Background: an optimization exercise with open tools, aiming at small area and a short achievable clock period. Do not read the settings as production practice.
Only simulation tests tie the RTL to the original design; equivalence was not proved.
Power figures rest on the tool's default switching activity, not on a simulated workload.

==> flow/design.v <==
module CLA_adder (x, y, s, cout, c23);
  input  [23:0] x, y;
  output [23:0] s;
  output cout;
  output c23;           
  wire [23:0] h = x ^ y;
  wire [23:0] a = x & y;
  wire [23:0] o = x | y;
  wire [5:0] g, p;
  genvar j;
  generate
    for (j = 0; j < 6; j = j + 1) begin : gp
      assign g[j] = a[4*j+3] | (a[4*j+2] & o[4*j+3]) | (a[4*j] & o[4*j+3] & o[4*j+2]);
      assign p[j] = &o[4*j+3:4*j];
    end
  endgenerate
  wire [6:0] c;
  assign c[0] = 1'b0;
  assign c[1] = g[0];
  assign c[2] = g[1] | (p[1] & g[0]);
  wire   g30 = g[3] | (p[3] & g[2]);
  wire   p30 = p[3] & p[2];
  assign c[3] = g[2] | (p[2] & c[2]);
  assign c[4] = g30 | (p30 & c[2]);
  assign c[5] = g[4] | (p[4] & c[4]);
  wire   g54 = g[5] | (p[5] & g[4]);
  wire   p54 = p[5] & p[4];
  assign c[6] = g54 | (p54 & c[4]);
  assign cout = c[6];
  generate
    for (j = 0; j < 6; j = j + 1) begin : sm
      wire ci = c[j];
      wire k0 = ci;
      wire k1 = a[4*j]   | (h[4*j] & ci);
      wire k2 = a[4*j+1] | (h[4*j+1] & a[4*j]) | (h[4*j+1] & h[4*j] & ci);
      wire k3 = a[4*j+2] | (h[4*j+2] & a[4*j+1]) | (h[4*j+2] & h[4*j+1] & a[4*j])
              | (h[4*j+2] & h[4*j+1] & h[4*j] & ci);
      assign s[4*j+3:4*j] = h[4*j+3:4*j] ^ {k3, k2, k1, k0};
      if (j == 5) begin : top
        assign c23 = k3;
      end
    end
  endgenerate
endmodule
module fpa_with_regisers (clk, reset, en, inputA, inputB, result, OF);
  input clk, reset, en;
  input [31:0] inputA, inputB;
  output [31:0] result;
  output OF;
  wire [59:0] st_in;
  wire        ofa_in;
  reg  [59:0] st;      
  reg         ofa;     
  reg         fresh;
  wire [31:0] res_in;
  reg  [31:0] result_r;
  fpa_align al (.A(inputA), .B(inputB), .st(st_in), .ofa(ofa_in));
  always @(posedge clk) begin
    if (en)
      st <= st_in;
    if (reset) begin
      ofa   <= 1'b0;
      fresh <= 1'b1;
    end else if (en) begin
      ofa   <= ofa_in;
      fresh <= 1'b0;
    end
    if (reset | (en & fresh))
      result_r <= 32'd0;
    else if (en)
      result_r <= res_in;
  end
  fpa_add  ad (.st(st), .ofa(ofa), .O(res_in), .OF(OF));
  assign result = result_r;
endmodule
module fpa_align (A, B, st, ofa);
  input  [31:0] A, B;
  output [59:0] st;
  output ofa;
  wire [7:0]  ea_raw = A[30:23];
  wire [7:0]  eb_raw = B[30:23];
  wire        ha = |ea_raw;
  wire        hb = |eb_raw;
  wire        a_zero = ~ha & ~|A[22:0];
  wire        b_zero = ~hb & ~|B[22:0];
  wire        sel_a = (&ea_raw) | b_zero;
  wire        sel_b = (&eb_raw) | a_zero;
  wire        sub = A[31] ^ B[31];
  wire        swap = (A[30:0] <= B[30:0]) & ~sel_a;
  wire [7:0]  e_big   = swap ? eb_raw : ea_raw;
  wire [23:0] m_big   = swap ? {hb, B[22:0]} : {ha, A[22:0]};
  wire [23:0] m_small = swap ? {ha, A[22:0]} ^ {24{sub}} : {hb, B[22:0]} ^ {24{sub}};
  wire        h_small = swap ? ha : hb;
  wire        sign    = swap ? B[31] : A[31];
  wire [8:0]  dab = {1'b0, ea_raw} - {1'b0, eb_raw};
  wire [7:0]  dba = eb_raw - ea_raw;
  wire        far_ab = (|dab[7:5]) | (dab[4] & dab[3]);    
  wire        far_ba = (|dba[7:5]) | (dba[4] & dba[3]);
  wire [4:0]  d_raw   = dab[8] ? dba[4:0] : dab[4:0];
  wire        far_raw = dab[8] ? far_ba : far_ab;
  wire [7:0]  ea_m1 = ea_raw - 8'd1;
  wire [7:0]  eb_m1 = eb_raw - 8'd1;
  wire        far_a1 = (|ea_raw[7:5]) | ((&ea_raw[4:3]) & (|ea_raw[2:0]));    
  wire        far_b1 = (|eb_raw[7:5]) | ((&eb_raw[4:3]) & (|eb_raw[2:0]));
  wire [4:0]  d   = ~ha ? (hb ? eb_m1[4:0] : 5'd0) : ~hb ? ea_m1[4:0] : d_raw;
  wire        far = ~ha ? (hb & far_b1) : ~hb ? far_a1 : far_raw;
  wire        eqexp = (ea_raw == eb_raw) | ((ea_raw[7:1] == 7'd0) & (eb_raw[7:1] == 7'd0));
  wire [47:0] ext = {{24{sub}}, m_small} >> d[4:0];
  wire [23:0] y   = far ? {24{sub}} : ext[23:0];
  wire        y23 = sub ^ (eqexp & h_small);
  assign ofa = ~(m_big[23] ^ y23);
  assign st = {sel_a | sel_b, sign, eqexp & ~sub, sub, e_big, m_big, y};
endmodule
module fpa_add (st, ofa, O, OF);
  input  [59:0] st;
  input  ofa;
  output [31:0] O;
  output OF;
  wire        special = st[59];
  wire        sign    = st[58];
  wire        shr_eq  = st[57];
  wire        sub     = st[56];
  wire [7:0]  e_raw   = st[55:48];
  wire [23:0] x       = st[47:24];
  wire [23:0] y       = st[23:0];
  wire [7:0]  e_big   = {e_raw[7:1], e_raw[0] | ~x[23]};
  wire [23:0] s;
  wire        cout, c23;
  CLA_adder add (.x(x), .y(y), .s(s), .cout(cout), .c23(c23));
  assign OF = ofa & (x[23] ^ c23);
  wire        shr = shr_eq | (~sub & cout);
  reg  [4:0]  jn;
  integer i;
  always @(*) begin
    jn = 5'd1;
    for (i = 3; i <= 23; i = i + 1)
      if (s[i]) jn = 5'd24 - i[4:0];
  end
  wire [4:0]  j = shr ? 5'd0 : jn;
  wire [23:0] sl = s << j;
  wire [7:0]  o_e = special ? e_raw : e_big + 8'd1 - {3'd0, j};
  wire [22:0] o_m = special ? x[22:0] : sl[23:1];
  assign O = {sign, o_e, o_m};
endmodule
==> flow/config.mk <==
export PLATFORM = sky130hd
export DESIGN_NAME = fpa_with_regisers
export DESIGN_NICKNAME = fpa_with_regisers
export VERILOG_FILES = /design/flow/design.v
export SDC_FILE = /design/flow/constraint.sdc
export NUM_CORES = 4
export LEC_CHECK = 0
export ABC_AREA = 1
export CAP_MARGIN = 20
export CORE_MARGIN = 2
export CORE_UTILIZATION = 30
export SLEW_MARGIN = 20
export SYNTH_HIERARCHICAL = 1
==> flow/constraint.sdc <==
create_clock -name core_clock -period 11.0 [get_ports {clk}]
set_input_delay 2.2000 -clock core_clock [delete_from_list [all_inputs] [get_ports {clk}]]
set_output_delay 2.2000 -clock core_clock [all_outputs]
set_load 0.01 [all_outputs]
standard.sh (not shown) runs the stock make flow with config.mk's settings and CLKGATE_MAP_FILE= SYNTH_SCRIPT=/design/flow/synth_recipe.tcl, a recipe that flattens the netlist after the stock synthesis.
==> flow/flow/run.sh <==
#!/bin/bash
# Layout flow: the standard ORFS flow (standard.sh), with these settings changed:
#  - no full/half-adder cell extraction in synthesis (ABC maps the arithmetic);
#  - repair_timing aims for a setup slack margin of 6.0 ns, which matches the
#    period this design can reach rather than the design's much longer clock
#    period (the SDC and clock period are the standard flow's own);
#  - the delay cells (clkdlybuf4s*, dlygate*, dlymetal*) and a few weak cells are added to
#    the platform's don't-use list, so that port buffers and repair use real buffers.
# The make output goes to standard.log; ORFS keeps each step's log under orfs/logs.
set -uo pipefail
DONT_USE="sky130_fd_sc_hd__probe_p_8 sky130_fd_sc_hd__probec_p_8 sky130_fd_sc_hd__lpflow_bleeder_1 sky130_fd_sc_hd__lpflow_clkbufkapwr_1 sky130_fd_sc_hd__lpflow_clkbufkapwr_16 sky130_fd_sc_hd__lpflow_clkbufkapwr_2 sky130_fd_sc_hd__lpflow_clkbufkapwr_4 sky130_fd_sc_hd__lpflow_clkbufkapwr_8 sky130_fd_sc_hd__lpflow_clkinvkapwr_1 sky130_fd_sc_hd__lpflow_clkinvkapwr_16 sky130_fd_sc_hd__lpflow_clkinvkapwr_2 sky130_fd_sc_hd__lpflow_clkinvkapwr_4 sky130_fd_sc_hd__lpflow_clkinvkapwr_8 sky130_fd_sc_hd__lpflow_decapkapwr_12 sky130_fd_sc_hd__lpflow_decapkapwr_3 sky130_fd_sc_hd__lpflow_decapkapwr_4 sky130_fd_sc_hd__lpflow_decapkapwr_6 sky130_fd_sc_hd__lpflow_decapkapwr_8 sky130_fd_sc_hd__lpflow_inputiso0n_1 sky130_fd_sc_hd__lpflow_inputiso0p_1 sky130_fd_sc_hd__lpflow_inputiso1n_1 sky130_fd_sc_hd__lpflow_inputiso1p_1 sky130_fd_sc_hd__lpflow_inputisolatch_1 sky130_fd_sc_hd__lpflow_isobufsrc_1 sky130_fd_sc_hd__lpflow_isobufsrc_16 sky130_fd_sc_hd__lpflow_isobufsrc_2 sky130_fd_sc_hd__lpflow_isobufsrc_4 sky130_fd_sc_hd__lpflow_isobufsrc_8 sky130_fd_sc_hd__lpflow_isobufsrckapwr_16 sky130_fd_sc_hd__lpflow_lsbuf_lh_hl_isowell_tap_1 sky130_fd_sc_hd__lpflow_lsbuf_lh_hl_isowell_tap_2 sky130_fd_sc_hd__lpflow_lsbuf_lh_hl_isowell_tap_4 sky130_fd_sc_hd__lpflow_lsbuf_lh_isowell_4 sky130_fd_sc_hd__lpflow_lsbuf_lh_isowell_tap_1 sky130_fd_sc_hd__lpflow_lsbuf_lh_isowell_tap_2 sky130_fd_sc_hd__lpflow_lsbuf_lh_isowell_tap_4 sky130_fd_sc_hd__clkdlybuf4s15_1 sky130_fd_sc_hd__clkdlybuf4s15_2 sky130_fd_sc_hd__clkdlybuf4s18_1 sky130_fd_sc_hd__clkdlybuf4s18_2 sky130_fd_sc_hd__clkdlybuf4s25_1 sky130_fd_sc_hd__clkdlybuf4s25_2 sky130_fd_sc_hd__clkdlybuf4s50_1 sky130_fd_sc_hd__clkdlybuf4s50_2 sky130_fd_sc_hd__dlygate4sd1_1 sky130_fd_sc_hd__dlygate4sd2_1 sky130_fd_sc_hd__dlygate4sd3_1 sky130_fd_sc_hd__dlymetal6s2s_1 sky130_fd_sc_hd__dlymetal6s4s_1 sky130_fd_sc_hd__dlymetal6s6s_1 sky130_fd_sc_hd__a2111oi_0 sky130_fd_sc_hd__a21boi_0 sky130_fd_sc_hd__and2_0 sky130_fd_sc_hd__o21ai_0 sky130_fd_sc_hd__o311ai_0 sky130_fd_sc_hd__or2_0"
bash standard.sh ADDER_MAP_FILE= SETUP_SLACK_MARGIN=6.0 "DONT_USE_CELLS=$DONT_USE" finish > standard.log 2>&1
The first run finished clean.
Rerun with:
--- a/flow/design.v
+++ b/flow/design.v
@@ -44,15 +44,15 @@
 endmodule
 module fpa_with_regisers (clk, reset, en, inputA, inputB, result, OF);
   input clk, reset, en;
   input [31:0] inputA, inputB;
   output [31:0] result;
   output OF;
-  wire [59:0] st_in;
+  wire [60:0] st_in;
   wire        ofa_in;
-  reg  [59:0] st;      
+  reg  [60:0] st;      
   reg         ofa;     
   reg         fresh;
   wire [31:0] res_in;
   reg  [31:0] result_r;
   fpa_align al (.A(inputA), .B(inputB), .st(st_in), .ofa(ofa_in));
   always @(posedge clk) begin
@@ -72,13 +72,13 @@
   end
   fpa_add  ad (.st(st), .ofa(ofa), .O(res_in), .OF(OF));
   assign result = result_r;
 endmodule
 module fpa_align (A, B, st, ofa);
   input  [31:0] A, B;
-  output [59:0] st;
+  output [60:0] st;
   output ofa;
   wire [7:0]  ea_raw = A[30:23];
   wire [7:0]  eb_raw = B[30:23];
   wire        ha = |ea_raw;
   wire        hb = |eb_raw;
   wire        a_zero = ~ha & ~|A[22:0];
@@ -91,41 +91,45 @@
   wire [23:0] m_big   = swap ? {hb, B[22:0]} : {ha, A[22:0]};
   wire [23:0] m_small = swap ? {ha, A[22:0]} ^ {24{sub}} : {hb, B[22:0]} ^ {24{sub}};
   wire        h_small = swap ? ha : hb;
   wire        sign    = swap ? B[31] : A[31];
   wire [8:0]  dab = {1'b0, ea_raw} - {1'b0, eb_raw};
   wire [7:0]  dba = eb_raw - ea_raw;
-  wire        far_ab = (|dab[7:5]) | (dab[4] & dab[3]);    
-  wire        far_ba = (|dba[7:5]) | (dba[4] & dba[3]);
+  wire        far_ab = |dab[7:5];    
+  wire        far_ba = |dba[7:5];
   wire [4:0]  d_raw   = dab[8] ? dba[4:0] : dab[4:0];
   wire        far_raw = dab[8] ? far_ba : far_ab;
   wire [7:0]  ea_m1 = ea_raw - 8'd1;
   wire [7:0]  eb_m1 = eb_raw - 8'd1;
-  wire        far_a1 = (|ea_raw[7:5]) | ((&ea_raw[4:3]) & (|ea_raw[2:0]));    
-  wire        far_b1 = (|eb_raw[7:5]) | ((&eb_raw[4:3]) & (|eb_raw[2:0]));
+  wire        far_a1 = (|ea_raw[7:6]) | (ea_raw[5] & (|ea_raw[4:0]));    
+  wire        far_b1 = (|eb_raw[7:6]) | (eb_raw[5] & (|eb_raw[4:0]));
   wire [4:0]  d   = ~ha ? (hb ? eb_m1[4:0] : 5'd0) : ~hb ? ea_m1[4:0] : d_raw;
   wire        far = ~ha ? (hb & far_b1) : ~hb ? far_a1 : far_raw;
   wire        eqexp = (ea_raw == eb_raw) | ((ea_raw[7:1] == 7'd0) & (eb_raw[7:1] == 7'd0));
-  wire [47:0] ext = {{24{sub}}, m_small} >> d[4:0];
-  wire [23:0] y   = far ? {24{sub}} : ext[23:0];
+  wire [23:0] t2  = d[1] ? {{2{sub}}, m_small[23:2]} : m_small;
+  wire [23:0] t4  = d[2] ? {{4{sub}}, t2[23:4]} : t2;
+  wire [23:0] t8  = d[3] ? {{8{sub}}, t4[23:8]} : t4;
+  wire [23:0] yp  = far ? {24{sub}} : d[4] ? {{16{sub}}, t8[23:16]} : t8;
   wire        y23 = sub ^ (eqexp & h_small);
   assign ofa = ~(m_big[23] ^ y23);
-  assign st = {sel_a | sel_b, sign, eqexp & ~sub, sub, e_big, m_big, y};
+  assign st = {sel_a | sel_b, sign, eqexp & ~sub, sub, e_big, m_big, yp, d[0]};
 endmodule
 module fpa_add (st, ofa, O, OF);
-  input  [59:0] st;
+  input  [60:0] st;
   input  ofa;
   output [31:0] O;
   output OF;
-  wire        special = st[59];
-  wire        sign    = st[58];
-  wire        shr_eq  = st[57];
-  wire        sub     = st[56];
-  wire [7:0]  e_raw   = st[55:48];
-  wire [23:0] x       = st[47:24];
-  wire [23:0] y       = st[23:0];
+  wire        special = st[60];
+  wire        sign    = st[59];
+  wire        shr_eq  = st[58];
+  wire        sub     = st[57];
+  wire [7:0]  e_raw   = st[56:49];
+  wire [23:0] x       = st[48:25];
+  wire [23:0] yp      = st[24:1];
+  wire        d0      = st[0];
+  wire [23:0] y       = d0 ? {sub, yp[23:1]} : yp;
   wire [7:0]  e_big   = {e_raw[7:1], e_raw[0] | ~x[23]};
   wire [23:0] s;
   wire        cout, c23;
   CLA_adder add (.x(x), .y(y), .s(s), .cout(cout), .c23(c23));
   assign OF = ofa & (x[23] ^ c23);
   wire        shr = shr_eq | (~sub & cout);
Wire length is lower by 15%.
Cell count falls by 3.0%.
Combinational power stays flat.
Design area decreases by 3.5%.
Register-to-register slack gets worse by 0.12 ns.
Core utilization shrinks by 0.22 points.
Total power is lower by 0.97%.
Clock power grows by about 6%.
Setup slack gets better by 0.070 ns.

## what the ideal ports hide
The flow's constraints put no driver on any port. The routed layouts listed below were extracted and timed again, unchanged, in two steps. Step 1 sets driving cells, clkbuf_16 on the clock port and buf_2 on the other inputs (assumed; they add their load-dependent delay and slew). Step 2 moves the port delays by t, midway between the first and last clock arrival at a register: inputs arrive t later, outputs are due t later. That takes back most of the time a late clock gives input paths. Slacks: ideal / step 1 / step 2; pairs: ideal / step 1.
run	shift t [ns]	setup WS [ns]	slew at the worst register clock pin (ns)
the first run	0.387	6.138 / 6.155 / 5.768	0.07 / 0.07
the second run	0.406	6.208 / 6.173 / 5.823	0.08 / 0.08
After both steps every run listed still meets setup and hold. The setup slack of the second run, which loses most, moves by -0.035 ns with the drivers and by -0.385 ns with both steps.
